This design comes from an exercise in tuning for small area on the open sky130 flow, not from production work. In this exercise RTL edits were held to simulation tests only and were not proved equivalent to the original. Power figures rest on the tool's default switching activity, not on a simulated workload. The clock port is modelled as an ideal driver; clocking choices that lean on that would not hold on a real chip.

===== design/flow/flow/run.sh =====
#!/bin/bash
# Layout: the standard ORFS flow (standard.sh), with these changes:
#  - synthesis maps logic with ABC's area mapper (abc_override.tcl, area.abc)
#    around the standard flow's own synthesis script, synth_recipe.tcl;
#  - the read-data selection's gate modules (apb_aoi222, apb_nand4) are kept
#    as modules through mapping (SYNTH_KEEP_MODULES), so each maps to its
#    own cell; synth_recipe.tcl then flattens the design as usual;
#  - port buffers are the smallest buffer cell (buffer_ports -buffer_cell);
#  - clock tree synthesis without dummy loads and with its own buffer list
#    and sink clustering (CTS_ARGS, read by ORFS's cts.tcl).
# Each tool's output goes to a log file in the work folder.
set -euo pipefail
work=$(pwd)
here=$(cd "$(dirname "$0")" && pwd)
export FLOW_ABC_SCRIPT="$here/area.abc"
export FLOW_SYNTH_TCL="$work/synth_recipe.tcl"
export SYNTH_KEEP_MODULES="apb_aoi222 apb_nand4"
export BUFFER_PORTS_ARGS="$(cat "$here/buffer_ports.args")"
export CTS_ARGS="$(cat "$here/cts.args")"
# standard.sh with its synthesis script swapped for abc_override.tcl
sed "s#SYNTH_SCRIPT=[^ ]*#SYNTH_SCRIPT=$here/abc_override.tcl#" standard.sh > standard_area.sh
grep -q "SYNTH_SCRIPT=$here/abc_override.tcl" standard_area.sh
bash standard_area.sh finish > flow_standard.log 2>&1

===== design/flow/flow/abc_override.tcl =====
# Synthesis: the standard flow's own synthesis script (synth_recipe.tcl, sourced last),
# with one change: ORFS's technology mapping call, abc, runs the area-oriented
# mapper of the ABC script in area.abc in place of ORFS's speed script.
# Flip-flops are mapped before abc, so the registers, their names and their
# cells are those of the standard synthesis.
proc abc {args} {
  set keep {}
  set skip 0
  foreach a $args {
    if {$skip} { set skip 0; continue }
    if {$a eq "-script"} { set skip 1; continue }
    lappend keep $a
  }
  yosys abc -script $::env(FLOW_ABC_SCRIPT) {*}$keep
}
source $::env(FLOW_SYNTH_TCL)

===== design/flow/flow/area.abc =====
strash; dch; amap -m; topo

===== design/flow/flow/buffer_ports.args =====
-buffer_cell sky130_fd_sc_hd__buf_1

===== design/flow/flow/cts.args =====
-sink_clustering_enable -repair_clock_nets -dont_use_dummy_load -buf_list {sky130_fd_sc_hd__clkbuf_16} -sink_clustering_size 34 -sink_clustering_max_diameter 90

===== design/flow/standard.sh =====
#!/bin/bash
# synth_recipe.tcl (not shown) runs the flow's synth.tcl, then flattens the netlist and writes it again
# the make line also repeats each setting of config.mk as NAME=value (left out here)
make -C /OpenROAD-flow-scripts/flow DESIGN_CONFIG=/design/flow/config.mk WORK_HOME=/design/flow/orfs CLKGATE_MAP_FILE= SYNTH_SCRIPT=/design/flow/synth_recipe.tcl "${@:-finish}"

===== design/flow/config.mk =====
export PLATFORM = sky130hd
export DESIGN_NAME = iiitb_apb
export DESIGN_NICKNAME = iiitb_apb
export VERILOG_FILES = /design/flow/design.v
export SDC_FILE = /design/flow/constraint.sdc
export NUM_CORES = 4
export LEC_CHECK = 0
export CAP_MARGIN = 20
export CORE_MARGIN = 2
export CORE_UTILIZATION = 75
export SLEW_MARGIN = 20

===== design/flow/constraint.sdc =====
create_clock -name core_clock -period 10.0 [get_ports {clk}]
set_input_delay 2.0000 -clock core_clock [delete_from_list [all_inputs] [get_ports {clk}]]
set_output_delay 2.0000 -clock core_clock [all_outputs]
set_load 0.01 [all_outputs]

===== design/flow/design.v =====
module apb_ring6 (
  input             clk,
  input             wea,
  input             web,
  input      [31:0] wdata,      
  input      [31:0] wdata_n,    
  output     [31:0] porta,      
  output     [31:0] portb       
);
  reg [31:0] s0, s1, s2, s3, s4, s5;
  wire [31:0] s0_d = wea ? wdata : ~s5;
  assign porta = s0_d;
  assign portb = s2;
  always @(posedge clk) begin
    s0 <= s0_d;
    s1 <= s0;
    s2 <= s1;
    s3 <= web ? wdata_n : ~s2;
    s4 <= s3;
    s5 <= s4;
  end
endmodule
module apb_ring2 (
  input             clk,
  input             we,
  input      [31:0] wdata,
  output     [31:0] port
);
  reg [31:0] s0, s1;
  assign port = s1;
  always @(posedge clk) begin
    s0 <= we ? wdata : s1;
    s1 <= s0;
  end
endmodule
module apb_aoi222 (
  input  a1, a2, b1, b2, c1, c2,
  output y
);
  assign y = ~((a1 & a2) | (b1 & b2) | (c1 & c2));
endmodule
module apb_nand4 (
  input  a, b, c, d,
  output y
);
  assign y = ~(a & b & c & d);
endmodule
module iiitb_apb (
  input         clk,
  input         reset,
  input  [7:0]  addr,
  input         data_valid,
  input  [31:0] data,
  input         data_dir,
  input  [31:0] wait_cycle,
  output [31:0] read_out_data,
  output        transaction_done,
  output        tranerr,
  output        slverr
);
  reg        busy;       
  reg  [4:0] cnt;        
  reg        done;
  reg        done_rd;
  reg  [1:0] ph3;        
  reg        lap;        
  reg        ph2;        
  reg [31:0] rdata;      
  wire le19 = ~|wait_cycle[31:5] & (wait_cycle[4:0] <= 5'd19);
  wire inr  = ~|addr[7:5];
  wire last = busy & (le19 ? (cnt == wait_cycle[4:0]) : (cnt == 5'd19));
  assign tranerr          = last & ~le19;
  assign slverr           = last & le19 & ~inr;
  assign transaction_done = done;
  assign read_out_data    = {32{done_rd}} & rdata;
  wire act = busy & le19 & inr;
  wire wr  = act & data_dir;
  wire rd  = act & ~data_dir;
  wire [31:0] dec = 32'd1 << addr[4:0];
  wire [2:0]  phs = {ph3 == 2'd2, ph3 == 2'd1, ph3 == 2'd0};
  wire [5:0]  at_a = {{3{lap}} & phs, {3{~lap}} & phs};
  wire [5:0]  at_b = {{3{~lap}} & phs, {3{lap}} & phs};
  wire [4:0]  hit_a, hit_b;
  wire [31:0] porta   [0:4];
  wire [31:0] portb   [0:4];
  wire [31:0] data_n = ~data;
  genvar r;
  generate
    for (r = 0; r < 5; r = r + 1) begin : ring
      assign hit_a[r] = |(dec[6*r+5:6*r] & at_a);
      assign hit_b[r] = |(dec[6*r+5:6*r] & at_b);
      apb_ring6 u (
        .clk(clk), .wea(wr & hit_a[r]), .web(wr & hit_b[r]),
        .wdata(data), .wdata_n(data_n),
        .porta(porta[r]), .portb(portb[r]));
    end
  endgenerate
  wire hit2 = (dec[30] & ~ph2) | (dec[31] & ph2);
  wire [31:0] port2;
  apb_ring2 ring2 (.clk(clk), .we(wr & hit2), .wdata(data), .port(port2));
  wire        cap  = rd & (|hit_a | |hit_b | hit2);
  wire        go   = rd & ~reset;
  wire [11:0] h    = {~reset & ~cap, go & hit2, {5{go}} & hit_b, {5{go}} & hit_a};
  wire [31:0] t [0:11];
  wire [31:0] rnext;
  genvar g, b;
  generate
    for (g = 0; g < 5; g = g + 1) begin : src
      assign t[g]     = porta[g];
      assign t[g + 5] = portb[g];
    end
  endgenerate
  assign t[10] = port2;
  assign t[11] = rdata;
  generate
    for (b = 0; b < 32; b = b + 1) begin : rbit
      wire [3:0] grp;
      for (g = 0; g < 4; g = g + 1) begin : grp3
        apb_aoi222 u (
          .a1(h[3*g]),     .a2(t[3*g][b]),
          .b1(h[3*g + 1]), .b2(t[3*g + 1][b]),
          .c1(h[3*g + 2]), .c2(t[3*g + 2][b]),
          .y(grp[g]));
      end
      apb_nand4 n (.a(grp[0]), .b(grp[1]), .c(grp[2]), .d(grp[3]), .y(rnext[b]));
    end
  endgenerate
  always @(posedge clk) begin
    busy    <= ~reset & (busy ? ~last : data_valid);
    cnt     <= busy ? cnt + 5'd1 : 5'd30;
    done    <= last & le19;
    done_rd <= last & le19 & ~data_dir;
    ph3     <= ph3[1] ? 2'd0 : ph3 + 2'd1;
    lap     <= lap ^ ph3[1];
    ph2     <= ~ph2;
    rdata   <= rnext;
  end
endmodule

==> results of run 1 <==
-- worst reg2reg max path, stage by stage, from the launching register on --
cell and delay [ps]:
dfxtp_1 440, clkinv_1 160, ha_1 220, nand2_1 310
o22ai_1 150, nor3_1 620, nor2_4 20, buf_4 350
clkinv_1 660, buf_4 460, o22ai_1 160, a222oi_1 440
nand4_1 160
-- synthesized netlist by cell type --
cell / number
a41oi_1: 1
nor2_1: 68
ha_1: 4
clkinv_1: 61
nand4_1: 52
o221a_1: 1
o21ai_0: 1
nand3_1: 2
a221o_1: 1
dfxtp_1: 1068
a222oi_1: 128
a21oi_1: 35
nor2b_1: 33
nor3_1: 15
o21a_1: 1
nor4_1: 6
nand4b_1: 1
o2111ai_1: 1
o221ai_1: 2
o22ai_1: 351
nand2_1: 10
or2_0: 32
a2111oi_0: 1
-- worst max-delay path by stage --
stage                    from  endpoint  cells past startpoint
3_3_place_gp   wait_cycle[12]    slverr                     14
4_1_cts        wait_cycle[12]    slverr                     14
2_1_floorplan   wait_cycle[8]    slverr                     12
5_1_grt        wait_cycle[22]    slverr                     14
3_5_place_dp   wait_cycle[12]    slverr                     14
6_report       wait_cycle[14]    slverr                     14
-- registers in the layout, summed over array words and instances (netlist names), 2 cells and up --
| name | cells |
|---|---|
| ring.u.s1 | 160 |
| ring.u.s4 | 160 |
| ring2.s1 | 32 |
| ring.u.s2 | 160 |
| cnt | 5 |
| ph3 | 2 |
| ring.u.s5 | 160 |
| rdata | 32 |
| ring.u.s3 | 160 |
| ring.u.s0 | 160 |
| ring2.s0 | 32 |
-- cells in the final DEF (no fill, tap or decap), types with 10 or more instances in the layout --
cell	synthesis	layout
nor2b_1	33	33
clkinv_1	61	61
a222oi_1	128	128
nor2_4	0	23
o22ai_1	351	351
buf_4	0	35
buf_1	0	110
or2_0	32	31
dfxtp_1	1068	1068
clkbuf_16	0	37
nand2_1	10	10
a21oi_1	35	35
nand4_1	52	52
nor2_1	68	45
nor3_1	15	15
-- through the flow --
stage / power (mW) / utilization [%] / setup slack [ps] / cell area [µm²] / hold slack [ps]
4_1_cts: 6.158 / 83.22 / 3023 / 28890 / 282.8
3_5_place_dp: 4.423 / 80.55 / 3033 / 27960 / 312.1
3_3_place_gp: 4.421 / 80.55 / 3270 / 27960 / 309.5
5_1_grt: 6.297 / 83.23 / 2560 / 28890 / 275.6
2_1_floorplan: 4.383 / - / 3631 / 26550 / 309.6
6_report: 6.156 / 83.23 / 2999 / 28890 / 277.2
-- modules after synthesis, one instance, submodules excluded --
module | area (µm²) | flip-flops and latches
apb_aoi222 | 10.01 | 0
apb_nand4 | 6.256 | 0
iiitb_apb | 25060 | 1068
-- where the power goes --
part	internal, mW	switching (mW)
clock	0.676	1.15
sequential	4.25	0.00209
combinational	0.0207	0.0531
total	4.95	1.21
-- logic make-up after synthesis --
kind of cell	Yosys count	share of synthesized area, %
AND/OR/NAND/NOR	219	4.355
AO/OA/AOI/OAI	523	14.05
flip-flops	1068	80.54
buffers and inverters	61	0.8626
adder cells (fa/ha/maj)	4	0.1885
-- metal layers --
| layer | global-route usage [%] | vias to the layer above |
|---|---|---|
| met5 | 0 | - |
| met4 | 17.32 | 0 |
| met3 | 8.441 | 237 |
| met1 | 53.56 | 8420 |
| met2 | 58.91 | 1248 |
| li1 | - | 7424 |
-- final cells by class --
cell class	count	area [µm²]	share of cell area, %
multi-input cells	746	5109	17.68
well taps	455	569.3	1.970
diodes	1	2.502	0.008661
clock buffers	37	925.9	3.205
flip-flops and latches	1068	21380	74.00
inverters	61	229.0	0.7925
repair buffers	145	675.6	2.339
==> run_summary.xml, run 1 <==
<?xml version="1.0" encoding="UTF-8"?>
<metrics>
  <group name="critical_path">
    <metric name="critical_path_buf_inv_count" unit="">5</metric>
    <metric name="critical_path.max_stage_delay" unit="ps">540</metric>
    <metric name="r2r.worst_path.cells" unit="">12</metric>
    <metric name="worst_path_max_delay_cell" unit="">nor3_1</metric>
    <metric name="worstPathRequired" unit="ps">8000</metric>
    <metric name="cp-end-kind" unit="">output port</metric>
    <metric name="worst-path-max-fanout" unit="">6</metric>
    <metric name="critPathTopFamily" unit="">simple AND/OR/NAND/NOR gates</metric>
    <metric name="r2r_setup_slack" unit="ps">5740</metric>
    <metric name="cp.arrival" unit="ps">5000</metric>
    <metric name="startpoint_of_the_worst_register_to_register_path" unit="">ph3[1]</metric>
    <metric name="regToRegEndpoint" unit="">rdata[14]</metric>
    <metric name="criticalPathCategory" unit="">input port to output port</metric>
    <metric name="cp_cell_sequence" unit="">buf_1, nor4_1, nand4_1, nor3_1, clkinv_1, nor2_1, o221a_1, o2111ai_1, a2111oi_0, clkinv_1, nor2_1, clkinv_1, nor2_1, buf_1</metric>
    <metric name="startpoint_type" unit="">input port</metric>
  </group>
  <group name="sta">
    <metric name="period_share" unit="%">70.01</metric>
    <metric name="timing_worst_slew_pin_value" unit="ps">1050</metric>
    <metric name="rsz0062_at_grt" unit="">false</metric>
    <metric name="maxClockFrequency" unit="MHz">142.8</metric>
    <metric name="finClkSkew" unit="ps">48.25</metric>
    <metric name="setup_tns" unit="ps">0</metric>
    <metric name="worst_case_headroom_to_the_max_slew_limit" unit="%">30.01</metric>
    <metric name="timing.final.hold_violations" unit="">0</metric>
    <metric name="setup_viol_count_final" unit="">0</metric>
    <metric name="timing.final.max_slew_violations" unit="">0</metric>
    <metric name="fin_crit" unit="ps">7001</metric>
  </group>
  <group name="clocking">
    <metric name="max_h_tree_level" unit="">2</metric>
    <metric name="hold_buffers" unit="">0</metric>
    <metric name="cts_post_setup_buffers_inserted" unit="">0</metric>
    <metric name="cts.clk_slew.worst_paths" unit="ps">110</metric>
    <metric name="clk_path_buf_depth" unit="">3</metric>
    <metric name="tritoncts.num_buffers" unit="">37</metric>
    <metric name="cts.root.buffer_cell" unit="">clkbuf_16</metric>
    <metric name="cts_tree" unit="">built</metric>
    <metric name="worst_skew_pair.late_latency" unit="ps">590</metric>
    <metric name="cts.sinks" unit="">1068</metric>
    <metric name="cts.repair.resized" unit="">0</metric>
  </group>
  <group name="routing">
    <metric name="detail_route.wl_per_cell" unit="µm">28.46</metric>
    <metric name="drt-met1-wl" unit="µm">28140</metric>
    <metric name="via_count" unit="">17330</metric>
    <metric name="dr.pass1.iters" unit="">9</metric>
    <metric name="drt-vias-per-instance" unit="">6.896</metric>
    <metric name="postRouteWirelength" unit="µm">71530</metric>
    <metric name="detail_route.drc_violations" unit="">0</metric>
    <metric name="detail_route.iter0.violations" unit="">2528</metric>
    <metric name="met2_wirelength" unit="µm">32230</metric>
    <metric name="met3_length" unit="µm">8186</metric>
    <metric name="highest-signal-layer" unit="">met4</metric>
    <metric name="drtAntennaViolNets" unit="">0</metric>
  </group>
  <group name="yosys">
    <metric name="ys.warnings.count" unit="">3</metric>
    <metric name="postSynthAreaPerCell" unit="µm²">14.16</metric>
    <metric name="synth.lib_cells_used.distinct" unit="">23</metric>
    <metric name="syn_nets" unit="">1955</metric>
    <metric name="synth.cell_area" unit="mm²">0.02655</metric>
    <metric name="yosys.area.top_type_share" unit="%">80.54</metric>
    <metric name="yosysSeqAreaShare" unit="%">80.54</metric>
    <metric name="yosysTopAreaCell" unit="">dfxtp_1</metric>
    <metric name="yosys-top-cells-area" unit="">dfxtp_1 (81%), o22ai_1 (8.3%), a222oi_1 (4.8%)</metric>
    <metric name="synth.ff_latch_count" unit="">1068</metric>
    <metric name="synthCells" unit="">1875</metric>
  </group>
  <group name="floorplan">
    <metric name="top_level_ports" unit="">111</metric>
    <metric name="width_of_the_die" unit="µm">192.1</metric>
    <metric name="die-area" unit="mm²">0.03691</metric>
    <metric name="core.rowCount" unit="">68</metric>
    <metric name="floorplan.initialDensity" unit="%">76.47</metric>
    <metric name="die_height" unit="µm">192.1</metric>
    <metric name="placeableCoreArea" unit="mm²">0.03471</metric>
  </group>
  <group name="cells_and_area">
    <metric name="final_cell_count_no_fill" unit="">2513</metric>
    <metric name="area_growth_syn_to_layout" unit="%">8.838</metric>
    <metric name="layout.nets" unit="">2139</metric>
    <metric name="drive_gt1_share" unit="%">4.618</metric>
    <metric name="filler_cell_count" unit="">1813</metric>
  </group>
  <group name="grt">
    <metric name="grt_pass1_vias" unit="">16780</metric>
    <metric name="number_of_antenna_violations_at_the_first_check_in_global_routing" unit="">1</metric>
    <metric name="grt_max_degree" unit="">65</metric>
    <metric name="grt_pass1_wl" unit="µm">104100</metric>
    <metric name="grt_util_all_layers" unit="%">38.64</metric>
    <metric name="grt_overflow" unit="">0</metric>
  </group>
  <group name="power_and_ir_drop">
    <metric name="vdd_drop_max" unit="µV">236.6</metric>
    <metric name="power_density" unit="mW/mm²">213.1</metric>
    <metric name="total_leakage_power" unit="nW">10.73</metric>
  </group>
  <group name="hold_path">
    <metric name="whs_endpoint" unit="">ring[2].u.s4[28]</metric>
    <metric name="hold_path.startpoint" unit="">ring[2].u.s3[28]</metric>
    <metric name="min_delay_path_depth" unit="">0</metric>
    <metric name="worstHoldPathType" unit="">flip-flop to flip-flop</metric>
  </group>
  <group name="flow_run">
    <metric name="timing.max_cap.violations" unit="">0</metric>
  </group>
  <group name="placement">
    <metric name="gp_routability_congestion" unit="">0.8538</metric>
    <metric name="portBuffers" unit="">110</metric>
    <metric name="hpwl" unit="µm">36310</metric>
    <metric name="dp.cells" unit="">2475</metric>
  </group>
  <group name="outcome">
    <metric name="status" unit="">timing/DRC/antenna clean</metric>
  </group>
</metrics>
==> run 2: changes to the inputs <==
--- a/design/flow/config.mk
+++ b/design/flow/config.mk
@@ -9,3 +9,4 @@
 export CORE_MARGIN = 2
-export CORE_UTILIZATION = 75
+export CORE_UTILIZATION = 60
+export GPL_TIMING_DRIVEN = 0
 export SLEW_MARGIN = 20
==> run 2 against run 1 <==
Compared with the run above: area after synthesis is the same; critical path depth is the same; via count fell by 2.2%; sequential cell count unchanged; maximum frequency fell by 6.0%; clock-buffer cell count unchanged; sequential share of layout area shrank 2.9 points; final area rose by 4.0%; die area increased by 24%; register-to-register slack improved by 190 ps; cell count is 6.2% higher; largest cell class unchanged.
==> run_summary.xml, run 2 <==
<?xml version="1.0" encoding="UTF-8"?>
<metrics>
  <group name="outcome">
    <metric name="status" unit="">timing/DRC/antenna clean</metric>
  </group>
  <group name="routing">
    <metric name="drtAntennaViolNets" unit="">0</metric>
    <metric name="detail_route.drc_violations" unit="">0</metric>
    <metric name="detail_route.iter0.violations" unit="">2504</metric>
    <metric name="postRouteWirelength" unit="µm">73200</metric>
    <metric name="drt-vias-per-instance" unit="">6.355</metric>
    <metric name="via_count" unit="">16960</metric>
    <metric name="dr.pass1.iters" unit="">7</metric>
    <metric name="detail_route.wl_per_cell" unit="µm">27.44</metric>
  </group>
  <group name="sta">
    <metric name="fin_crit" unit="ps">7449</metric>
    <metric name="period_share" unit="%">74.49</metric>
    <metric name="postLayoutSetupSlackWorst" unit="ps">2551</metric>
    <metric name="setup_tns" unit="ps">0</metric>
    <metric name="worst_case_headroom_to_the_max_slew_limit" unit="%">29.81</metric>
    <metric name="finalHoldWorstSlack" unit="ps">285.5</metric>
    <metric name="timing_worst_slew_pin_value" unit="ps">1053</metric>
    <metric name="timing.final.hold_violations" unit="">0</metric>
    <metric name="maxClockFrequency" unit="MHz">134.2</metric>
    <metric name="rsz0062_at_grt" unit="">false</metric>
    <metric name="setup_viol_count_final" unit="">0</metric>
    <metric name="finClkSkew" unit="ps">41.65</metric>
    <metric name="timing.final.max_slew_violations" unit="">0</metric>
  </group>
  <group name="grt">
    <metric name="grt_pass1_wl" unit="µm">104600</metric>
    <metric name="number_of_antenna_violations_at_the_first_check_in_global_routing" unit="">1</metric>
    <metric name="grt_max_degree" unit="">35</metric>
    <metric name="grt_overflow" unit="">0</metric>
    <metric name="grt_pass1_vias" unit="">16180</metric>
    <metric name="grt_util_all_layers" unit="%">31.14</metric>
  </group>
  <group name="clocking">
    <metric name="tritoncts.num_buffers" unit="">37</metric>
    <metric name="hold_buffers" unit="">0</metric>
    <metric name="cts_tree" unit="">built</metric>
    <metric name="max_h_tree_level" unit="">2</metric>
    <metric name="cts_post_setup_buffers_inserted" unit="">0</metric>
    <metric name="cts.sinks" unit="">1068</metric>
    <metric name="cts.root.buffer_cell" unit="">clkbuf_16</metric>
    <metric name="clk_path_buf_depth" unit="">3</metric>
    <metric name="cts.clk_slew.worst_paths" unit="ps">110</metric>
    <metric name="cts.repair.resized" unit="">0</metric>
    <metric name="worst_skew_pair.late_latency" unit="ps">600</metric>
  </group>
  <group name="yosys">
    <metric name="synth.ff_latch_count" unit="">1068</metric>
    <metric name="syn_nets" unit="">1955</metric>
    <metric name="synth.cells.most_frequent" unit="">dfxtp_1 (1068), o22ai_1 (351), a222oi_1 (128)</metric>
    <metric name="yosys.area.top_type_share" unit="%">80.54</metric>
    <metric name="async_flop_share" unit="%">0</metric>
    <metric name="yosysSeqAreaShare" unit="%">80.54</metric>
    <metric name="synth.cell_area" unit="mm²">0.02655</metric>
    <metric name="yosys-top-cells-area" unit="">dfxtp_1 (81%), o22ai_1 (8.3%), a222oi_1 (4.8%)</metric>
    <metric name="synth.lib_cells_used.distinct" unit="">23</metric>
    <metric name="synthFlopType" unit="">dfxtp_1</metric>
    <metric name="synth-edff-count" unit="">0</metric>
    <metric name="synthCells" unit="">1875</metric>
    <metric name="yosysTopAreaCell" unit="">dfxtp_1</metric>
    <metric name="postSynthAreaPerCell" unit="µm²">14.16</metric>
    <metric name="yosys.cell_count.top_type" unit="">dfxtp_1</metric>
    <metric name="ys.warnings.count" unit="">3</metric>
  </group>
  <group name="floorplan">
    <metric name="width_of_the_die" unit="µm">214.3</metric>
    <metric name="top_level_ports" unit="">111</metric>
    <metric name="floorplan.initialDensity" unit="%">60.42</metric>
    <metric name="core.rowCount" unit="">77</metric>
    <metric name="die_height" unit="µm">214.3</metric>
    <metric name="placeableCoreArea" unit="mm²">0.04393</metric>
    <metric name="die-area" unit="mm²">0.04594</metric>
  </group>
  <group name="critical_path">
    <metric name="worst_path_max_delay_cell" unit="">a2111oi_0</metric>
    <metric name="timing.critical_path.depth" unit="">14</metric>
    <metric name="critical_path.max_stage_delay" unit="ps">600</metric>
    <metric name="r2r.worst_path.cells" unit="">13</metric>
    <metric name="cp.arrival" unit="ps">5450</metric>
    <metric name="critical_path_buf_inv_count" unit="">5</metric>
    <metric name="cp-end-kind" unit="">output port</metric>
    <metric name="startpoint_type" unit="">input port</metric>
    <metric name="cp_cell_sequence" unit="">buf_1, nor4_1, nand4_1, nor3_1, clkinv_1, nor2_1, o221a_1, o2111ai_1, a2111oi_0, clkinv_1, nor2_1, clkinv_1, nor2_1, buf_1</metric>
    <metric name="worst-path-max-fanout" unit="">6</metric>
    <metric name="criticalPathCategory" unit="">input port to output port</metric>
    <metric name="critPathTopFamily" unit="">simple AND/OR/NAND/NOR gates</metric>
    <metric name="worstPathRequired" unit="ps">8000</metric>
  </group>
  <group name="cells_and_area">
    <metric name="area.sequential" unit="mm²">0.02138</metric>
    <metric name="layout.nets" unit="">2157</metric>
    <metric name="layout_commonest_cell" unit="">dfxtp_1</metric>
    <metric name="drive_gt1_share" unit="%">5.976</metric>
    <metric name="area_growth_syn_to_layout" unit="%">13.23</metric>
    <metric name="most_frequent_cells_in_the_layout" unit="">dfxtp_1 (1068), o22ai_1 (351), a222oi_1 (128)</metric>
    <metric name="filler_cell_count" unit="">3226</metric>
    <metric name="multiInputGateArea" unit="mm²">0.005109</metric>
  </group>
  <group name="placement">
    <metric name="hpwl" unit="µm">44720</metric>
    <metric name="gp_routability_congestion" unit="">0.8593</metric>
    <metric name="portBuffers" unit="">110</metric>
    <metric name="preCtsSetupSlack" unit="ps">2678</metric>
  </group>
  <group name="power_and_ir_drop">
    <metric name="power_frac_seq" unit="%">68.8</metric>
    <metric name="vdd_drop_max" unit="µV">177.6</metric>
    <metric name="power_switching" unit="mW">1.230</metric>
    <metric name="power.share.switching" unit="%">19.89</metric>
    <metric name="power.clock.fraction" unit="%">29.9</metric>
    <metric name="pwr-share-comb" unit="%">1.2</metric>
    <metric name="p_int" unit="mW">4.953</metric>
    <metric name="power_density" unit="mW/mm²">205.7</metric>
    <metric name="total_leakage_power" unit="nW">11.10</metric>
    <metric name="fin_total_pwr" unit="mW">6.184</metric>
  </group>
  <group name="hold_path">
    <metric name="worstHoldPathType" unit="">flip-flop to flip-flop</metric>
    <metric name="min_delay_path_depth" unit="">0</metric>
  </group>
  <group name="flow_run">
    <metric name="timing.max_cap.violations" unit="">0</metric>
  </group>
</metrics>
-- run 2: routing by layer --
layer	wire length [µm]	share of wire (%)	up-vias	GRT usage (%)
li1	-	-	7461	-
met3	6884	9.4	175	5.248
met2	31970	44	923	46.93
met1	31580	43	8397	45.07
met4	2760	3.8	0	12.71
met5	0	0	-	0
-- run 2: per-stage QoR --
stage          area [µm²]  instances  util [%]
2_1_floorplan       26550       1875         -
3_3_place_gp        27700       2577     63.05
3_5_place_dp        29130       2630     66.30
4_1_cts             30050       2667     68.41
5_1_grt             30060       2668     68.42
6_report            30060       2668     68.42
-- run 2: final cells by class --
class | instances | share of cell area (%)
Timing Repair Buffer | 163 | 5.507
Antenna cell | 1 | 0.008326
Inverter | 61 | 0.8076
Tap cell | 592 | 2.464
Multi-Input combinational cell | 746 | 17.00
Clock buffer | 37 | 3.081
Sequential cell | 1068 | 71.13
-- run 2: final timing paths --
path,startpoint,slack (ps),end
hold reg to reg,ring[1].u.s0[28],290,ring[1].u.s1[28]
setup reg to reg,ph3[1],5930,rdata[16]
hold / removal,ring[1].u.s0[28],290,ring[1].u.s1[28]
setup / recovery,wait_cycle[8],2550,slverr
-- run 2: worst register-to-register path, delay by kind of cell, from the launching register on --
| family | cells | cell delay, ps |
|---|---|---|
| and+or+nand+nor | 4 | 1430 |
| buffers and inverters | 5 | 1200 |
| AOI/OAI and AO/OA | 3 | 670 |
| DFF | 1 | 420 |
| adders and majority gates | 1 | 220 |
-- run 2: logic make-up after synthesis --
| kind of cell | share of synthesized area, % |
|---|---|
| flip-flops | 80.54 |
| buffers and inverters | 0.8626 |
| AND/OR/NAND/NOR | 4.355 |
| AO/OA/AOI/OAI | 14.05 |
| adder cells (fa/ha/maj) | 0.1885 |
-- run 2: per-module statistics from Yosys (local to each module, per instance) --
module,area [µm²],copies in the design,cells inside,flops+latches
apb_aoi222,10.01,128,1,0
apb_nand4,6.256,32,1,0
iiitb_apb,25060,1,1715,1068
-- run 2: power by group through the flow --
stage / sequential [mW] / clock (mW) / combinational (mW)
finish: 4.26 / 1.85 / 0.0767
global route: 4.26 / 2.02 / 0.0815
CTS: 4.26 / 1.87 / 0.0750
detailed placement: 4.35 / 0 / 0.0745
global placement: 4.35 / 0 / 0.0654
floorplan: 4.35 / 0 / 0.0311
==> run 3: changes to the inputs <==
--- a/design/flow/config.mk
+++ b/design/flow/config.mk
@@ -10,3 +10,2 @@
 export CORE_UTILIZATION = 60
-export GPL_TIMING_DRIVEN = 0
 export SLEW_MARGIN = 20
==> run 3 against run 2 <==
Compared with the run above: still clean; synthesized cell count unchanged; sequential cell count did not move; register-to-register slack worse by 330 ps; die area unchanged; first-iteration DRC count rose by 0.72%; maximum frequency up 2.2%; setup slack improved by 160 ps; combinational power decreased by 3.8%; cell count decreased by 0.97%; critical path type unchanged; critical endpoint unchanged; largest power group unchanged.
==> run_summary.xml, run 3 <==
<?xml version="1.0" encoding="UTF-8"?>
<metrics>
  <group name="sta">
    <metric name="rsz0062_at_grt" unit="">false</metric>
    <metric name="period_share" unit="%">72.92</metric>
    <metric name="worst_case_headroom_to_the_max_slew_limit" unit="%">21.91</metric>
    <metric name="timing.final.max_slew_violations" unit="">0</metric>
    <metric name="fin_crit" unit="ps">7292</metric>
    <metric name="timing_worst_slew_pin_value" unit="ps">1170</metric>
    <metric name="timing.final.hold_violations" unit="">0</metric>
    <metric name="setup_viol_count_final" unit="">0</metric>
    <metric name="setup_tns" unit="ps">0</metric>
    <metric name="finClkSkew" unit="ps">44.35</metric>
    <metric name="maxClockFrequency" unit="MHz">137.1</metric>
  </group>
  <group name="clocking">
    <metric name="cts.sinks" unit="">1068</metric>
    <metric name="tritoncts.num_buffers" unit="">37</metric>
    <metric name="cts_post_setup_buffers_inserted" unit="">0</metric>
    <metric name="max_h_tree_level" unit="">2</metric>
    <metric name="clk_path_buf_depth" unit="">3</metric>
    <metric name="worst_skew_pair.late_latency" unit="ps">610</metric>
    <metric name="cts.clk_slew.worst_paths" unit="ps">120</metric>
    <metric name="cts.root.buffer_cell" unit="">clkbuf_16</metric>
    <metric name="cts_tree" unit="">built</metric>
    <metric name="hold_buffers" unit="">0</metric>
    <metric name="cts.repair.resized" unit="">0</metric>
  </group>
  <group name="grt">
    <metric name="grt_pass1_wl" unit="µm">104000</metric>
    <metric name="grt_pass1_vias" unit="">15980</metric>
    <metric name="grt_max_degree" unit="">47</metric>
    <metric name="number_of_antenna_violations_at_the_first_check_in_global_routing" unit="">1</metric>
    <metric name="grt_overflow" unit="">0</metric>
    <metric name="grt_util_all_layers" unit="%">30.90</metric>
  </group>
  <group name="placement">
    <metric name="portBuffers" unit="">110</metric>
    <metric name="gp_routability_congestion" unit="">0.8619</metric>
    <metric name="dp.cells" unit="">2603</metric>
    <metric name="hpwl" unit="µm">34830</metric>
  </group>
  <group name="yosys">
    <metric name="synth.ff_latch_count" unit="">1068</metric>
    <metric name="synth.cell_area" unit="mm²">0.02655</metric>
    <metric name="synthCells" unit="">1875</metric>
    <metric name="synth-edff-count" unit="">0</metric>
    <metric name="post_synth_mux_area_share" unit="%">0</metric>
    <metric name="synth_area_in_compound_gates" unit="%">14.05</metric>
    <metric name="yosysTopAreaCell" unit="">dfxtp_1</metric>
    <metric name="yosys.area_share.adder" unit="%">0.1885</metric>
    <metric name="post_synth_xor_area_fraction" unit="%">0</metric>
    <metric name="synthFlopType" unit="">dfxtp_1</metric>
    <metric name="async_flop_share" unit="%">0</metric>
    <metric name="syn_nets" unit="">1955</metric>
    <metric name="dominant_combinational_cell_family_by_area_after_synthesis" unit="">compound AO/OA/AOI/OAI gates</metric>
    <metric name="synth_simple_gate_area_share" unit="%">4.355</metric>
    <metric name="yosysSeqAreaShare" unit="%">80.54</metric>
    <metric name="synth.cells.most_frequent" unit="">dfxtp_1 (1068), o22ai_1 (351), a222oi_1 (128)</metric>
    <metric name="yosys.cell_count.top_type" unit="">dfxtp_1</metric>
    <metric name="synth.lib_cells_used.distinct" unit="">23</metric>
    <metric name="yosys-top-cells-area" unit="">dfxtp_1 (81%), o22ai_1 (8.3%), a222oi_1 (4.8%)</metric>
    <metric name="ys.warnings.count" unit="">3</metric>
    <metric name="postSynthAreaPerCell" unit="µm²">14.16</metric>
    <metric name="yosys.area.top_type_share" unit="%">80.54</metric>
  </group>
  <group name="power_and_ir_drop">
    <metric name="power_density" unit="mW/mm²">212.9</metric>
    <metric name="power_switching" unit="mW">1.228</metric>
    <metric name="total_leakage_power" unit="nW">10.70</metric>
    <metric name="power.share.switching" unit="%">19.88</metric>
    <metric name="vdd_drop_max" unit="µV">168.2</metric>
    <metric name="pwr-share-comb" unit="%">1.2</metric>
    <metric name="power.clock.fraction" unit="%">29.9</metric>
    <metric name="power_frac_seq" unit="%">68.9</metric>
    <metric name="p_int" unit="mW">4.951</metric>
  </group>
  <group name="routing">
    <metric name="detail_route.wl_per_cell" unit="µm">27.54</metric>
    <metric name="via_count" unit="">16750</metric>
    <metric name="postRouteWirelength" unit="µm">72760</metric>
    <metric name="detail_route.drc_violations" unit="">0</metric>
    <metric name="drt-vias-per-instance" unit="">6.339</metric>
    <metric name="drtAntennaViolNets" unit="">0</metric>
    <metric name="detail_route.iter0.violations" unit="">2522</metric>
    <metric name="dr.pass1.iters" unit="">9</metric>
  </group>
  <group name="critical_path">
    <metric name="startpoint" unit="">wait_cycle[8]</metric>
    <metric name="worstPathRequired" unit="ps">8000</metric>
    <metric name="regToRegEndpoint" unit="">rdata[19]</metric>
    <metric name="startpoint_of_the_worst_register_to_register_path" unit="">ph3[1]</metric>
    <metric name="r2r.worst_path.cells" unit="">11</metric>
    <metric name="r2r_setup_slack" unit="ps">5600</metric>
    <metric name="worst-path-max-fanout" unit="">6</metric>
    <metric name="cp-end-kind" unit="">output port</metric>
    <metric name="setup.worst_path.end" unit="">slverr</metric>
    <metric name="criticalPathCategory" unit="">input port to output port</metric>
    <metric name="cp.arrival" unit="ps">5290</metric>
    <metric name="startpoint_type" unit="">input port</metric>
  </group>
  <group name="floorplan">
    <metric name="core.rowCount" unit="">77</metric>
    <metric name="width_of_the_die" unit="µm">214.3</metric>
    <metric name="die-area" unit="mm²">0.04594</metric>
    <metric name="placeableCoreArea" unit="mm²">0.04393</metric>
    <metric name="die_height" unit="µm">214.3</metric>
    <metric name="top_level_ports" unit="">111</metric>
    <metric name="floorplan.initialDensity" unit="%">60.42</metric>
  </group>
  <group name="flow_run">
    <metric name="timing.max_cap.violations" unit="">0</metric>
  </group>
  <group name="cells_and_area">
    <metric name="drive_gt1_share" unit="%">4.734</metric>
    <metric name="most_frequent_cells_in_the_layout" unit="">dfxtp_1 (1068), o22ai_1 (351), a222oi_1 (128)</metric>
    <metric name="final_cell_count_no_fill" unit="">2642</metric>
    <metric name="filler_cell_count" unit="">3376</metric>
    <metric name="layout_commonest_cell" unit="">dfxtp_1</metric>
    <metric name="area.sequential" unit="mm²">0.02138</metric>
    <metric name="layout.nets" unit="">2131</metric>
    <metric name="multiInputGateArea" unit="mm²">0.005109</metric>
    <metric name="area_growth_syn_to_layout" unit="%">9.323</metric>
    <metric name="final_util" unit="%">66.06</metric>
  </group>
  <group name="hold_path">
    <metric name="worstHoldPathType" unit="">flip-flop to flip-flop</metric>
  </group>
  <group name="outcome">
    <metric name="status" unit="">timing/DRC/antenna clean</metric>
  </group>
</metrics>
-- run 3: cell counts after synthesis --
Identical to the previous run, type by type.
-- run 3: worst max-delay path: stages --
cell and delay (ps):
buf_1 70, nor4_1 430, nand4_1 200, nor3_1 600
clkinv_1 290, nor2_1 200, o221a_1 200, o2111ai_1 90
a2111oi_0 510, clkinv_1 180, nor2_1 170, clkinv_1 100
nor2_1 90, buf_1 150
-- run 3: modules after synthesis, one instance, submodules excluded --
module,cell area [µm²],flip-flops and latches,cells inside
apb_aoi222,10.01,0,1
apb_nand4,6.256,0,1
iiitb_apb,25060,1068,1715
-- run 3: worst min-delay path by stage --
stage	slack, ps	from	endpoint	cells past startpoint
final	300	ring[0].u.s4[28]	ring[0].u.s5[28]	0
after global routing	310	ring[2].u.s4[9]	ring[2].u.s5[9]	0
after CTS	310	ring[4].u.s1[23]	ring[4].u.s2[23]	0
after detailed placement	310	ring[3].u.s1[27]	ring[3].u.s2[27]	0
after global placement	310	ring[4].u.s3[20]	ring[4].u.s4[20]	0
after floorplan	310	ring2.s0[0]	ring2.s1[0]	0
-- run 3: cell families (layout without fill, tap and decap cells) --
family | after synthesis | in the layout
AOI/OAI and AO/OA | 523 | 523
adders and majority gates | 4 | 4
buffers and inverters | 61 | 235
DFF | 1068 | 1068
other | 0 | 1
and+or+nand+nor | 219 | 219
-- run 3: per-layer routing --
| layer | global-route usage (%) | part of all wire [%] |
|---|---|---|
| met1 | 45.11 | 44 |
| met2 | 46.22 | 44 |
| met3 | 4.922 | 8.7 |
| met4 | 12.85 | 3.8 |
| met5 | 0 | 0 |
-- run 3: final cells by class --
class,count,area share (%)
Clock buffer,37,3.190
Antenna cell,1,0.008623
Sequential cell,1068,73.67
Multi-Input combinational cell,746,17.60
Tap cell,592,2.552
Timing Repair Buffer,137,2.164
Inverter,61,0.8062
-- run 3: through the flow --
step	total power, mW	setup slack (ps)	area [µm²]	hold slack, ps
after floorplan	4.383	3631	26550	309.6
after global placement	4.423	2948	28070	309.5
final	6.180	2708	29020	304.9
after global routing	6.344	2293	29020	309.4
after CTS	6.201	2753	29000	314.0
after detailed placement	4.424	2770	28070	312.1
-- run 3: power groups by stage --
stage                     logic, mW  clock network, mW  registers [mW]
after CTS                    0.0727               1.87            4.26
after global placement       0.0715                  0            4.35
after floorplan              0.0311                  0            4.35
after detailed placement     0.0724                  0            4.35
final                        0.0738               1.85            4.26
after global routing         0.0797               2.01            4.26
==> run 4: changes to the inputs <==
--- a/design/flow/design.v
+++ b/design/flow/design.v
@@ -78,6 +78,10 @@
   wire rd  = act & ~data_dir;
-  wire [31:0] dec = 32'd1 << addr[4:0];
-  wire [2:0]  phs = {ph3 == 2'd2, ph3 == 2'd1, ph3 == 2'd0};
-  wire [5:0]  at_a = {{3{lap}} & phs, {3{~lap}} & phs};
-  wire [5:0]  at_b = {{3{~lap}} & phs, {3{lap}} & phs};
+  wire [3:0]  q    = addr[4:1];
+  wire        lo3  = q[1:0] == 2'd3;
+  wire        hi3  = q[3:2] == 2'd3;
+  wire        mlo  = ph3 == q[1:0];            
+  wire        mhi  = ph3 == q[3:2];            
+  wire        lm   = lap == addr[0];           
+  wire [4:0]  rsel = {lo3 & ~hi3, {4{~lo3}} & (4'd1 << q[3:2])};
+  wire [4:0]  pm   = {mhi, {4{mlo}}};
   wire [4:0]  hit_a, hit_b;
@@ -89,4 +93,4 @@
     for (r = 0; r < 5; r = r + 1) begin : ring
-      assign hit_a[r] = |(dec[6*r+5:6*r] & at_a);
-      assign hit_b[r] = |(dec[6*r+5:6*r] & at_b);
+      assign hit_a[r] = rsel[r] & pm[r] & lm;
+      assign hit_b[r] = rsel[r] & pm[r] & ~lm;
       apb_ring6 u (
@@ -97,3 +101,3 @@
   endgenerate
-  wire hit2 = (dec[30] & ~ph2) | (dec[31] & ph2);
+  wire hit2 = lo3 & hi3 & (ph2 == addr[0]);
   wire [31:0] port2;
==> run 4 against run 3 <==
Compared with the run above: sequential cell count stayed put; cell count is 3.0% lower; area after synthesis is 1.7% lower; worst hold slack worse by 29 ps; register-to-register slack better by 450 ps; non-clock buffer count is 1 higher; utilization is 0.43 points higher; maximum frequency is 5.7% higher; global-route usage is 0.098 points higher; setup slack better by 390 ps; critical path type unchanged; critical endpoint unchanged; largest power group unchanged.
==> run_summary.xml, run 4 <==
<?xml version="1.0" encoding="UTF-8"?>
<metrics>
  <group name="critical_path">
    <metric name="startpoint_of_the_worst_register_to_register_path" unit="">ph3[1]</metric>
    <metric name="r2r.worst_path.cells" unit="">13</metric>
    <metric name="cp_cell_sequence" unit="">buf_1, nor4_1, nand4_1, nor3_1, clkinv_1, nor2_1, o221a_1, o2111ai_1, a2111oi_0, clkinv_1, nor2_1, clkinv_1, nor2_1, buf_1</metric>
    <metric name="worstPathRequired" unit="ps">8000</metric>
    <metric name="r2r_setup_slack" unit="ps">6050</metric>
    <metric name="startpoint_type" unit="">input port</metric>
    <metric name="cp-end-kind" unit="">output port</metric>
    <metric name="critical_path.max_stage_delay" unit="ps">530</metric>
    <metric name="worst-path-max-fanout" unit="">6</metric>
    <metric name="worst_path_max_delay_cell" unit="">nor3_1</metric>
    <metric name="regToRegEndpoint" unit="">rdata[22]</metric>
    <metric name="cp.arrival" unit="ps">4900</metric>
    <metric name="criticalPathCategory" unit="">input port to output port</metric>
  </group>
  <group name="hold_path">
    <metric name="worstHoldPathType" unit="">flip-flop to flip-flop</metric>
    <metric name="whs_endpoint" unit="">ring[0].u.s5[19]</metric>
    <metric name="hold_path.startpoint" unit="">ring[0].u.s4[19]</metric>
    <metric name="min_delay_path_depth" unit="">0</metric>
  </group>
  <group name="power_and_ir_drop">
    <metric name="fin_total_pwr" unit="mW">6.169</metric>
    <metric name="vdd_drop_max" unit="µV">160.2</metric>
    <metric name="power_density" unit="mW/mm²">215.9</metric>
    <metric name="total_leakage_power" unit="nW">10.57</metric>
  </group>
  <group name="sta">
    <metric name="fin_crit" unit="ps">6901</metric>
    <metric name="finClkSkew" unit="ps">68.83</metric>
    <metric name="setup_viol_count_final" unit="">0</metric>
    <metric name="worst_case_headroom_to_the_max_slew_limit" unit="%">22.15</metric>
    <metric name="rsz0062_at_grt" unit="">false</metric>
    <metric name="timing.final.hold_violations" unit="">0</metric>
    <metric name="timing_worst_slew_pin_value" unit="ps">1168</metric>
    <metric name="period_share" unit="%">69.01</metric>
    <metric name="setup_tns" unit="ps">0</metric>
    <metric name="timing.final.max_slew_violations" unit="">0</metric>
    <metric name="maxClockFrequency" unit="MHz">144.9</metric>
  </group>
  <group name="clocking">
    <metric name="worst_skew_pair.late_latency" unit="ps">610</metric>
    <metric name="cts_tree" unit="">built</metric>
    <metric name="cts.repair.resized" unit="">0</metric>
    <metric name="cts.clk_slew.worst_paths" unit="ps">120</metric>
    <metric name="tritoncts.num_buffers" unit="">37</metric>
    <metric name="max_h_tree_level" unit="">2</metric>
    <metric name="cts_post_setup_buffers_inserted" unit="">0</metric>
    <metric name="cts.sinks" unit="">1068</metric>
    <metric name="cts.root.buffer_cell" unit="">clkbuf_16</metric>
    <metric name="clk_path_buf_depth" unit="">3</metric>
    <metric name="hold_buffers" unit="">0</metric>
  </group>
  <group name="yosys">
    <metric name="yosysSeqAreaShare" unit="%">81.91</metric>
    <metric name="syn_nets" unit="">1881</metric>
    <metric name="yosys.cell_count.top_type" unit="">dfxtp_1</metric>
    <metric name="async_flop_share" unit="%">0</metric>
    <metric name="yosys-top-cells-area" unit="">dfxtp_1 (82%), o22ai_1 (7.8%), a222oi_1 (4.9%)</metric>
    <metric name="synth.ff_latch_count" unit="">1068</metric>
    <metric name="yosys.area.top_type_share" unit="%">81.91</metric>
    <metric name="ys.warnings.count" unit="">3</metric>
    <metric name="synth.cells.most_frequent" unit="">dfxtp_1 (1068), o22ai_1 (324), a222oi_1 (128)</metric>
    <metric name="synth.lib_cells_used.distinct" unit="">25</metric>
    <metric name="synthCells" unit="">1804</metric>
    <metric name="synthFlopType" unit="">dfxtp_1</metric>
    <metric name="yosysTopAreaCell" unit="">dfxtp_1</metric>
    <metric name="postSynthAreaPerCell" unit="µm²">14.47</metric>
    <metric name="synth.cell_area" unit="mm²">0.02610</metric>
    <metric name="synth-edff-count" unit="">0</metric>
  </group>
  <group name="routing">
    <metric name="detail_route.wl_per_cell" unit="µm">27.55</metric>
    <metric name="via_count" unit="">16030</metric>
    <metric name="postRouteWirelength" unit="µm">70640</metric>
    <metric name="drt-vias-per-instance" unit="">6.250</metric>
    <metric name="detail_route.iter0.violations" unit="">2325</metric>
    <metric name="detail_route.drc_violations" unit="">0</metric>
    <metric name="drtAntennaViolNets" unit="">0</metric>
    <metric name="dr.pass1.iters" unit="">10</metric>
  </group>
  <group name="cells_and_area">
    <metric name="drive_gt1_share" unit="%">5.003</metric>
    <metric name="filler_cell_count" unit="">3282</metric>
    <metric name="number_of_diodes" unit="">0</metric>
    <metric name="layout_commonest_cell" unit="">dfxtp_1</metric>
    <metric name="area_growth_syn_to_layout" unit="%">9.487</metric>
    <metric name="most_frequent_cells_in_the_layout" unit="">dfxtp_1 (1068), o22ai_1 (324), a222oi_1 (128)</metric>
    <metric name="layout.nets" unit="">2058</metric>
  </group>
  <group name="floorplan">
    <metric name="top_level_ports" unit="">111</metric>
    <metric name="die_height" unit="µm">212.6</metric>
    <metric name="placeableCoreArea" unit="mm²">0.04298</metric>
    <metric name="width_of_the_die" unit="µm">212.6</metric>
    <metric name="die-area" unit="mm²">0.04519</metric>
    <metric name="core.rowCount" unit="">76</metric>
    <metric name="floorplan.initialDensity" unit="%">60.73</metric>
  </group>
  <group name="grt">
    <metric name="busiest_metal_layer_after_global_routing" unit="">met2</metric>
    <metric name="global_route.usage.met1" unit="%">42.84</metric>
    <metric name="number_of_antenna_violations_at_the_first_check_in_global_routing" unit="">0</metric>
    <metric name="grt_max_degree" unit="">65</metric>
    <metric name="grtUsageMet3" unit="%">6.514</metric>
    <metric name="grt_pass1_vias" unit="">15510</metric>
    <metric name="grt_overflow" unit="">0</metric>
    <metric name="use_met2" unit="%">47.42</metric>
    <metric name="grt_util_all_layers" unit="%">30.99</metric>
    <metric name="grt_pass1_wl" unit="µm">99880</metric>
  </group>
  <group name="placement">
    <metric name="hpwl" unit="µm">34990</metric>
    <metric name="gp_routability_congestion" unit="">0.8108</metric>
    <metric name="portBuffers" unit="">110</metric>
  </group>
  <group name="flow_run">
    <metric name="timing.max_cap.violations" unit="">0</metric>
  </group>
  <group name="outcome">
    <metric name="status" unit="">timing/DRC/antenna clean</metric>
  </group>
</metrics>
-- run 4: metal layers --
| layer | share of wire, % | vias to the layer above | wire [µm] |
|---|---|---|---|
| li1 | - | 7113 | - |
| met5 | 0 | - | 0 |
| met1 | 42 | 7892 | 29970 |
| met2 | 45 | 819 | 31460 |
| met4 | 4.2 | 0 | 3002 |
| met3 | 8.8 | 201 | 6207 |
-- run 4: final cells by class --
cell class / count / area, µm² / share of cell area, %
clock buffer: 37 / 925.9 / 3.240
multi-input combinational: 674 / 4661 / 16.31
sequential: 1068 / 21380 / 74.82
timing repair buffer: 138 / 643.1 / 2.250
tap: 585 / 732.0 / 2.561
inverter: 62 / 235.2 / 0.8231
-- run 4: through the flow --
step                hold WS [ps]  util, %  worst slack, ps  area [µm²]  std cells
finish                     276.1    66.49             3099       28580       2564
global placement           309.6    64.26             3215       27620       2526
CTS                        282.8    66.48             3135       28570       2564
floorplan                  309.6        -             3631       26100       1804
detailed placement         312.1    64.33             3143       27650       2527
global route               278.8    66.49             2681       28580       2564
-- run 4: worst max path at each step --
| stage | start | to | cells after the start |
|---|---|---|---|
| floorplan | wait_cycle[8] | slverr | 12 |
| finish | wait_cycle[12] | slverr | 14 |
| global route | wait_cycle[18] | slverr | 14 |
| global placement | wait_cycle[8] | slverr | 14 |
| detailed placement | wait_cycle[12] | slverr | 14 |
| CTS | wait_cycle[12] | slverr | 14 |
-- run 4: per-module statistics from Yosys (local to each module, per instance) --
module | cell area (µm²) | copies in the design | flops+latches
apb_aoi222 | 10.01 | 128 | 0
apb_nand4 | 6.256 | 32 | 0
iiitb_apb | 24620 | 1 | 1068
-- run 4: kinds of logic after synthesis --
kind of cell | synth area share (%)
AOI/OAI and AO/OA | 13.72
buffers and inverters | 0.8916
and+or+nand+nor | 3.427
adders and majority gates | 0.04793
DFF | 81.91
-- run 4: where the power goes --
part           internal, mW  switching (mW)  total, mW  leakage, nW
clock                 0.677            1.18       1.85        0.456
combinational        0.0175          0.0404     0.0579         1.13
sequential             4.25         0.00190       4.26         8.99
total                  4.95            1.22       6.17         10.6
-- run 4: critical path, delay by kind of cell --
family	cells	cell delay, ps
AOI/OAI and AO/OA	3	740
buffers and inverters	5	770
and+or+nand+nor	6	1390
==> run 5: changes to the inputs <==
--- a/design/flow/config.mk
+++ b/design/flow/config.mk
@@ -7,5 +7,5 @@
 export LEC_CHECK = 0
-export CAP_MARGIN = 20
+export CAP_MARGIN = 0
 export CORE_MARGIN = 2
 export CORE_UTILIZATION = 60
-export SLEW_MARGIN = 20
+export SLEW_MARGIN = 0
==> run 5 against run 4 <==
Compared with the run above: still clean; via count grew 0.26%; clock-buffer cell count unchanged; synthesized cell count stayed put; wire length grew 0.16%; area after synthesis is the same; maximum frequency fell by 0.31%.
==> run_summary.xml, run 5 <==
<?xml version="1.0" encoding="UTF-8"?>
<metrics>
  <group name="outcome">
    <metric name="status" unit="">timing/DRC/antenna clean</metric>
  </group>
  <group name="critical_path">
    <metric name="startpoint_type" unit="">input port</metric>
    <metric name="cp.arrival" unit="ps">4920</metric>
    <metric name="worstPathRequired" unit="ps">8000</metric>
    <metric name="criticalPathCategory" unit="">input port to output port</metric>
    <metric name="r2r.worst_path.cells" unit="">12</metric>
    <metric name="worst-path-max-fanout" unit="">6</metric>
    <metric name="cp-end-kind" unit="">output port</metric>
  </group>
  <group name="clocking">
    <metric name="cts.clk_slew.worst_paths" unit="ps">120</metric>
    <metric name="cts_tree" unit="">built</metric>
    <metric name="cts.root.buffer_cell" unit="">clkbuf_16</metric>
    <metric name="tritoncts.num_buffers" unit="">37</metric>
    <metric name="cts_post_setup_buffers_inserted" unit="">0</metric>
    <metric name="worst_skew_pair.late_latency" unit="ps">610</metric>
    <metric name="max_h_tree_level" unit="">2</metric>
    <metric name="hold_buffers" unit="">0</metric>
    <metric name="clk_path_buf_depth" unit="">3</metric>
    <metric name="cts.sinks" unit="">1068</metric>
    <metric name="cts.repair.resized" unit="">0</metric>
  </group>
  <group name="cells_and_area">
    <metric name="drive_gt1_share" unit="%">4.954</metric>
    <metric name="area_growth_syn_to_layout" unit="%">9.381</metric>
    <metric name="postLayoutCellArea" unit="mm²">0.02855</metric>
    <metric name="layout_commonest_cell" unit="">dfxtp_1</metric>
    <metric name="final_util" unit="%">66.42</metric>
    <metric name="most_frequent_cells_in_the_layout" unit="">dfxtp_1 (1068), o22ai_1 (324), a222oi_1 (128)</metric>
    <metric name="layout.nets" unit="">2057</metric>
  </group>
  <group name="yosys">
    <metric name="yosys.cell_count.top_type" unit="">dfxtp_1</metric>
    <metric name="yosys.area.top_type_share" unit="%">81.91</metric>
    <metric name="yosysTopAreaCell" unit="">dfxtp_1</metric>
    <metric name="synth.ff_latch_count" unit="">1068</metric>
    <metric name="synth.lib_cells_used.distinct" unit="">25</metric>
    <metric name="async_flop_share" unit="%">0</metric>
    <metric name="yosys-top-cells-area" unit="">dfxtp_1 (82%), o22ai_1 (7.8%), a222oi_1 (4.9%)</metric>
    <metric name="syn_nets" unit="">1881</metric>
    <metric name="synth.cell_area" unit="mm²">0.02610</metric>
    <metric name="postSynthAreaPerCell" unit="µm²">14.47</metric>
    <metric name="ys.warnings.count" unit="">3</metric>
    <metric name="synth-edff-count" unit="">0</metric>
    <metric name="synth.cells.most_frequent" unit="">dfxtp_1 (1068), o22ai_1 (324), a222oi_1 (128)</metric>
    <metric name="synthCells" unit="">1804</metric>
    <metric name="synthFlopType" unit="">dfxtp_1</metric>
    <metric name="yosysSeqAreaShare" unit="%">81.91</metric>
  </group>
  <group name="floorplan">
    <metric name="floorplan.initialDensity" unit="%">60.73</metric>
    <metric name="die_height" unit="µm">212.6</metric>
    <metric name="die-area" unit="mm²">0.04519</metric>
    <metric name="placeableCoreArea" unit="mm²">0.04298</metric>
    <metric name="width_of_the_die" unit="µm">212.6</metric>
    <metric name="top_level_ports" unit="">111</metric>
    <metric name="core.rowCount" unit="">76</metric>
  </group>
  <group name="power_and_ir_drop">
    <metric name="power_density" unit="mW/mm²">216.0</metric>
    <metric name="total_leakage_power" unit="nW">10.56</metric>
    <metric name="vdd_drop_max" unit="µV">160.3</metric>
  </group>
  <group name="placement">
    <metric name="portBuffers" unit="">110</metric>
    <metric name="hpwl" unit="µm">34700</metric>
    <metric name="dpl_cell_area" unit="mm²">0.02762</metric>
    <metric name="preCtsSetupSlack" unit="ps">3136</metric>
    <metric name="gp_routability_congestion" unit="">0.8108</metric>
  </group>
  <group name="hold_path">
    <metric name="worstHoldPathType" unit="">flip-flop to flip-flop</metric>
    <metric name="min_delay_path_depth" unit="">0</metric>
  </group>
  <group name="sta">
    <metric name="maxClockFrequency" unit="MHz">144.5</metric>
    <metric name="finalHoldWorstSlack" unit="ps">282.8</metric>
    <metric name="rsz0062_at_grt" unit="">false</metric>
    <metric name="period_share" unit="%">69.23</metric>
    <metric name="worst_case_headroom_to_the_max_slew_limit" unit="%">18.35</metric>
    <metric name="finClkSkew" unit="ps">74.60</metric>
    <metric name="fin_crit" unit="ps">6923</metric>
    <metric name="setup_tns" unit="ps">0</metric>
    <metric name="setup_viol_count_final" unit="">0</metric>
    <metric name="postLayoutSetupSlackWorst" unit="ps">3077</metric>
    <metric name="timing_worst_slew_pin_value" unit="ps">1225</metric>
    <metric name="timing.final.max_slew_violations" unit="">0</metric>
    <metric name="timing.final.hold_violations" unit="">0</metric>
  </group>
  <group name="grt">
    <metric name="grt_pass1_wl" unit="µm">100200</metric>
    <metric name="grt_max_degree" unit="">65</metric>
    <metric name="number_of_antenna_violations_at_the_first_check_in_global_routing" unit="">1</metric>
    <metric name="grt_overflow" unit="">0</metric>
    <metric name="grt_util_all_layers" unit="%">30.98</metric>
    <metric name="grt_pass1_vias" unit="">15390</metric>
  </group>
  <group name="routing">
    <metric name="drtAntennaViolNets" unit="">0</metric>
    <metric name="via_count" unit="">16070</metric>
    <metric name="detail_route.iter0.violations" unit="">2114</metric>
    <metric name="postRouteWirelength" unit="µm">70760</metric>
    <metric name="drt-vias-per-instance" unit="">6.266</metric>
    <metric name="detail_route.wl_per_cell" unit="µm">27.60</metric>
    <metric name="detail_route.drc_violations" unit="">0</metric>
    <metric name="dr.pass1.iters" unit="">7</metric>
  </group>
  <group name="flow_run">
    <metric name="timing.max_cap.violations" unit="">0</metric>
  </group>
</metrics>
-- run 5: cell counts after synthesis --
No cell type changed its count.
-- run 5: through the flow --
| stage | cells | power, mW |
|---|---|---|
| floorplan | 1804 | 4.375 |
| global placement | 2526 | 4.408 |
| detailed placement | 2526 | 4.409 |
| CTS | 2563 | 6.190 |
| global route | 2563 | 6.343 |
| finish | 2564 | 6.166 |
-- run 5: worst paths after layout --
kind,end,slack [ps],from
max reg2reg,rdata[27],6000,ph3[1]
min reg2reg,ring[0].u.s5[19],280,ring[0].u.s4[19]
max,slverr,3080,wait_cycle[8]
min,ring[0].u.s5[19],280,ring[0].u.s4[19]
-- run 5: critical path, stage by stage --
cell	delay, ps
buf_1	80
nor4_1	280
nand4_1	130
nor3_1	510
clkinv_1	260
nor2_1	180
o221a_1	200
o2111ai_1	90
a2111oi_0	500
clkinv_1	180
nor2_1	170
clkinv_1	100
nor2_1	90
buf_1	150
-- run 5: cells by family (layout without fill, tap and decap cells) --
group	after synthesis	after routing	synth area share (%)
adder cells (fa/ha/maj)	1	1	0.04793
flip-flops	1068	1068	81.91
AND/OR/NAND/NOR	174	174	3.427
AO/OA/AOI/OAI	499	499	13.72
other	0	1	0
buffers and inverters	62	236	0.8916
-- run 5: power by group --
group          switching, mW  leakage, nW  internal, mW
sequential           0.00199         8.99          4.25
clock                   1.18        0.456         0.677
combinational         0.0404         1.11        0.0175
total                   1.22         10.6          4.95
-- run 5: Yosys stat by module (local to each module, per instance) --
module,times used,cells inside
iiitb_apb,1,1644
apb_aoi222,128,1
apb_nand4,32,1
-- run 5: cell type report --
| cell class | count | area (µm²) |
|---|---|---|
| flip-flops and latches | 1068 | 21380 |
| well taps | 585 | 732.0 |
| repair buffers | 137 | 615.6 |
| fillers | 3244 | 14430 |
| diodes | 1 | 2.502 |
| clock buffers | 37 | 925.9 |
| inverters | 62 | 232.7 |
| multi-input cells | 674 | 4661 |
-- run 5: layer usage --
metal	vias up	global-route usage, %	share of wire [%]
li1	7101	-	-
met1	7930	42.64	42
met2	843	48.33	45
met3	193	5.953	9.1
met4	0	12.83	4.2
met5	-	0	0
==> run 6: changes to the inputs <==
--- a/design/flow/design.v
+++ b/design/flow/design.v
@@ -66,3 +66,2 @@
   reg        lap;        
-  reg        ph2;        
   reg [31:0] rdata;      
@@ -101,2 +100,3 @@
   endgenerate
+  wire ph2  = ph3[0] ^ lap;
   wire hit2 = lo3 & hi3 & (ph2 == addr[0]);
@@ -138,3 +138,2 @@
     lap     <= lap ^ ph3[1];
-    ph2     <= ~ph2;
     rdata   <= rnext;
--- a/design/flow/config.mk
+++ b/design/flow/config.mk
@@ -10,2 +10,3 @@
 export CORE_UTILIZATION = 60
+export PLACE_DENSITY = 0.8
 export SLEW_MARGIN = 0
==> run 6 against run 5 <==
Compared with the run above: largest cell class unchanged; clock-buffer cell count unchanged; cell count up 0.51%; critical endpoint unchanged; utilization about the same.
==> run_summary.xml, run 6 <==
<?xml version="1.0" encoding="UTF-8"?>
<metrics>
  <group name="outcome">
    <metric name="status" unit="">timing/DRC/antenna clean</metric>
  </group>
  <group name="yosys">
    <metric name="synth.ff_latch_count" unit="">1067</metric>
    <metric name="synth-edff-count" unit="">0</metric>
    <metric name="ys.warnings.count" unit="">3</metric>
    <metric name="yosys.area.top_type_share" unit="%">81.99</metric>
    <metric name="postSynthAreaPerCell" unit="µm²">14.42</metric>
    <metric name="synth.cell_area" unit="mm²">0.02605</metric>
    <metric name="syn_nets" unit="">1884</metric>
    <metric name="yosysSeqAreaShare" unit="%">81.99</metric>
    <metric name="yosys-top-cells-area" unit="">dfxtp_1 (82%), o22ai_1 (7.7%), a222oi_1 (4.9%)</metric>
    <metric name="synthFlopType" unit="">dfxtp_1</metric>
    <metric name="yosys.cell_count.top_type" unit="">dfxtp_1</metric>
    <metric name="async_flop_share" unit="%">0</metric>
  </group>
  <group name="power_and_ir_drop">
    <metric name="power.clock.fraction" unit="%">29.9</metric>
    <metric name="pwr-share-comb" unit="%">1.0</metric>
    <metric name="power_switching" unit="mW">1.202</metric>
    <metric name="total_leakage_power" unit="nW">10.59</metric>
    <metric name="p_int" unit="mW">4.943</metric>
    <metric name="vdd_drop_max" unit="µV">136.7</metric>
    <metric name="power.share.switching" unit="%">19.56</metric>
    <metric name="power_frac_seq" unit="%">69.2</metric>
    <metric name="power_density" unit="mW/mm²">215.1</metric>
  </group>
  <group name="sta">
    <metric name="rsz0062_at_grt" unit="">false</metric>
    <metric name="timing.final.hold_violations" unit="">0</metric>
    <metric name="period_share" unit="%">73.55</metric>
    <metric name="worst_case_headroom_to_the_max_slew_limit" unit="%">29.28</metric>
    <metric name="postLayoutSetupSlackWorst" unit="ps">2645</metric>
    <metric name="timing.final.max_slew_violations" unit="">0</metric>
    <metric name="setup_viol_count_final" unit="">0</metric>
    <metric name="maxClockFrequency" unit="MHz">136.0</metric>
  </group>
  <group name="clocking">
    <metric name="max_h_tree_level" unit="">2</metric>
    <metric name="cts.sinks" unit="">1067</metric>
    <metric name="tritoncts.num_buffers" unit="">37</metric>
    <metric name="cts.root.buffer_cell" unit="">clkbuf_16</metric>
    <metric name="worst_skew_pair.late_latency" unit="ps">590</metric>
    <metric name="cts_post_setup_buffers_inserted" unit="">0</metric>
    <metric name="cts.clk_slew.worst_paths" unit="ps">110</metric>
    <metric name="hold_buffers" unit="">0</metric>
  </group>
  <group name="hold_path">
    <metric name="worstHoldPathType" unit="">flip-flop to flip-flop</metric>
  </group>
  <group name="placement">
    <metric name="dpl_cell_area" unit="mm²">0.02763</metric>
    <metric name="dp.cells" unit="">2537</metric>
  </group>
  <group name="floorplan">
    <metric name="top_level_ports" unit="">111</metric>
    <metric name="floorplan.initialDensity" unit="%">60.61</metric>
    <metric name="die_height" unit="µm">212.4</metric>
    <metric name="die-area" unit="mm²">0.04510</metric>
    <metric name="core.rowCount" unit="">76</metric>
    <metric name="width_of_the_die" unit="µm">212.4</metric>
  </group>
  <group name="flow_run">
    <metric name="timing.max_cap.violations" unit="">0</metric>
  </group>
  <group name="critical_path">
    <metric name="cp.arrival" unit="ps">5350</metric>
    <metric name="startpoint_type" unit="">input port</metric>
    <metric name="r2r_setup_slack" unit="ps">5770</metric>
    <metric name="regToRegEndpoint" unit="">rdata[29]</metric>
    <metric name="criticalPathCategory" unit="">input port to output port</metric>
    <metric name="worst_path_max_delay_cell" unit="">nor3_1</metric>
    <metric name="r2r.worst_path.cells" unit="">13</metric>
    <metric name="startpoint_of_the_worst_register_to_register_path" unit="">ph3[1]</metric>
    <metric name="critical_path_buf_inv_count" unit="">5</metric>
    <metric name="critical_path.max_stage_delay" unit="ps">580</metric>
    <metric name="cp_cell_sequence" unit="">buf_1, nor4_1, nand4_1, nor3_1, clkinv_1, nor2_1, o21ai_0, or4_1, a2111oi_0, clkinv_1, nor2_1, clkinv_1, nor2_1, buf_1</metric>
    <metric name="worst-path-max-fanout" unit="">6</metric>
  </group>
  <group name="cells_and_area">
    <metric name="layout.nets" unit="">2068</metric>
    <metric name="final_util" unit="%">66.46</metric>
    <metric name="area_growth_syn_to_layout" unit="%">9.648</metric>
    <metric name="drive_gt1_share" unit="%">4.776</metric>
    <metric name="most_frequent_cells_in_the_layout" unit="">dfxtp_1 (1067), o22ai_1 (322), a222oi_1 (128)</metric>
  </group>
  <group name="routing">
    <metric name="detail_route.iter0.violations" unit="">2711</metric>
    <metric name="detail_route.wl_per_cell" unit="µm">26.79</metric>
    <metric name="postRouteWirelength" unit="µm">69040</metric>
    <metric name="drtAntennaViolNets" unit="">0</metric>
  </group>
  <group name="grt">
    <metric name="grt_pass1_vias" unit="">16200</metric>
    <metric name="grt_util_all_layers" unit="%">30.06</metric>
  </group>
</metrics>
## run 6: cell types whose count changed after synthesis, moves of 2 or more
cell | previous run | this run
nand2_1 | 4 | 18
nor2_1 | 72 | 74
nor4_1 | 6 | 9
o21ai_0 | 3 | 5
o22ai_1 | 324 | 322
or2_0 | 13 | 3
## run 6: power by group through the flow
| stage | clock network, mW | registers (mW) | logic, mW |
|---|---|---|---|
| finish | 1.84 | 4.25 | 0.0584 |
| global route | 1.98 | 4.25 | 0.0629 |
| CTS | 1.83 | 4.25 | 0.0571 |
| detailed placement | 0 | 4.35 | 0.0567 |
| global placement | 0 | 4.35 | 0.0548 |
| floorplan | 0 | 4.35 | 0.0238 |
## run 6: modules after synthesis (local to each module, per instance)
module | copies in the design | cells | area, µm²
apb_aoi222 | 128 | 1 | 10.01
apb_nand4 | 32 | 1 | 6.256
iiitb_apb | 1 | 1647 | 24570
## run 6: cell families after synthesis
kind of cell | after synthesis | synth area share (%)
adder cells (fa/ha/maj) | 1 | 0.04802
buffers and inverters | 61 | 0.8789
AND/OR/NAND/NOR | 181 | 3.439
AO/OA/AOI/OAI | 497 | 13.64
flip-flops | 1067 | 81.99
## run 6: area by class of cell
| cell class | instances | area, µm² |
|---|---|---|
| clock buffer | 37 | 925.9 |
| multi-input combinational | 679 | 4636 |
| timing repair buffer | 145 | 675.6 |
| tap | 585 | 732.0 |
| antenna | 3 | 7.507 |
| inverter | 61 | 229.0 |
| fill | 2995 | 14420 |
| sequential | 1067 | 21360 |
## run 6: how the worst max path moves through the flow
| stage | start | to | slack (ps) | cells after the start |
|---|---|---|---|---|
| final | wait_cycle[18] | slverr | 2650 | 14 |
| after global routing | wait_cycle[18] | slverr | 2260 | 14 |
| after CTS | wait_cycle[18] | slverr | 2660 | 14 |
| after detailed placement | wait_cycle[18] | slverr | 2670 | 14 |
| after global placement | wait_cycle[18] | slverr | 2840 | 14 |
| after floorplan | wait_cycle[8] | slverr | 3320 | 12 |
## run 6: layer usage
metal | global-route usage, % | part of all wire [%]
met1 | 41.13 | 40
met2 | 46.06 | 45
met3 | 7.400 | 12
met4 | 12.47 | 4.1
met5 | 0 | 0.036

-- afterwards: timing with drivers on the ports --
The results above use ideal ports. As a check the final layouts listed here were re-extracted and re-timed, cells and wires unchanged.
Step 1 sets driving cells, clkbuf_16 on the clock port and buf_2 on the other inputs (assumed; they add their load-dependent delay and slew).
Step 2 adds t to the input delays and takes it off the output delays; t is the mean of the earliest and latest rising clock arrival at the registers after step 1. Input paths then give back, and output paths get back, about the clock's delay inside the block.
Three values: no drivers, after step 1, after step 2; two values: the first two.
run | t (ns) | setup slack, ns | worst register clock-pin slew, ns | worst data-port slew with drivers (ns)
run 1 | 0.627 | 2.999 / 2.967 / 2.967 | 0.12 / 0.12 | 0.08
run 2 | 0.644 | 2.551 / 2.532 / 2.532 | 0.12 / 0.12 | 0.08
run 3 | 0.647 | 2.708 / 2.686 / 2.686 | 0.12 / 0.12 | 0.09
run 4 | 0.631 | 3.099 / 3.078 / 3.078 | 0.12 / 0.12 | 0.09
run 5 | 0.629 | 3.077 / 3.056 / 3.056 | 0.12 / 0.12 | 0.09
run 6 | 0.626 | 2.645 / 2.624 / 2.624 | 0.12 / 0.12 | 0.14
After both steps every run listed still meets setup and hold. The setup slack of run 1, which loses most, moves by -0.032 ns with the drivers and by -0.032 ns with both steps.
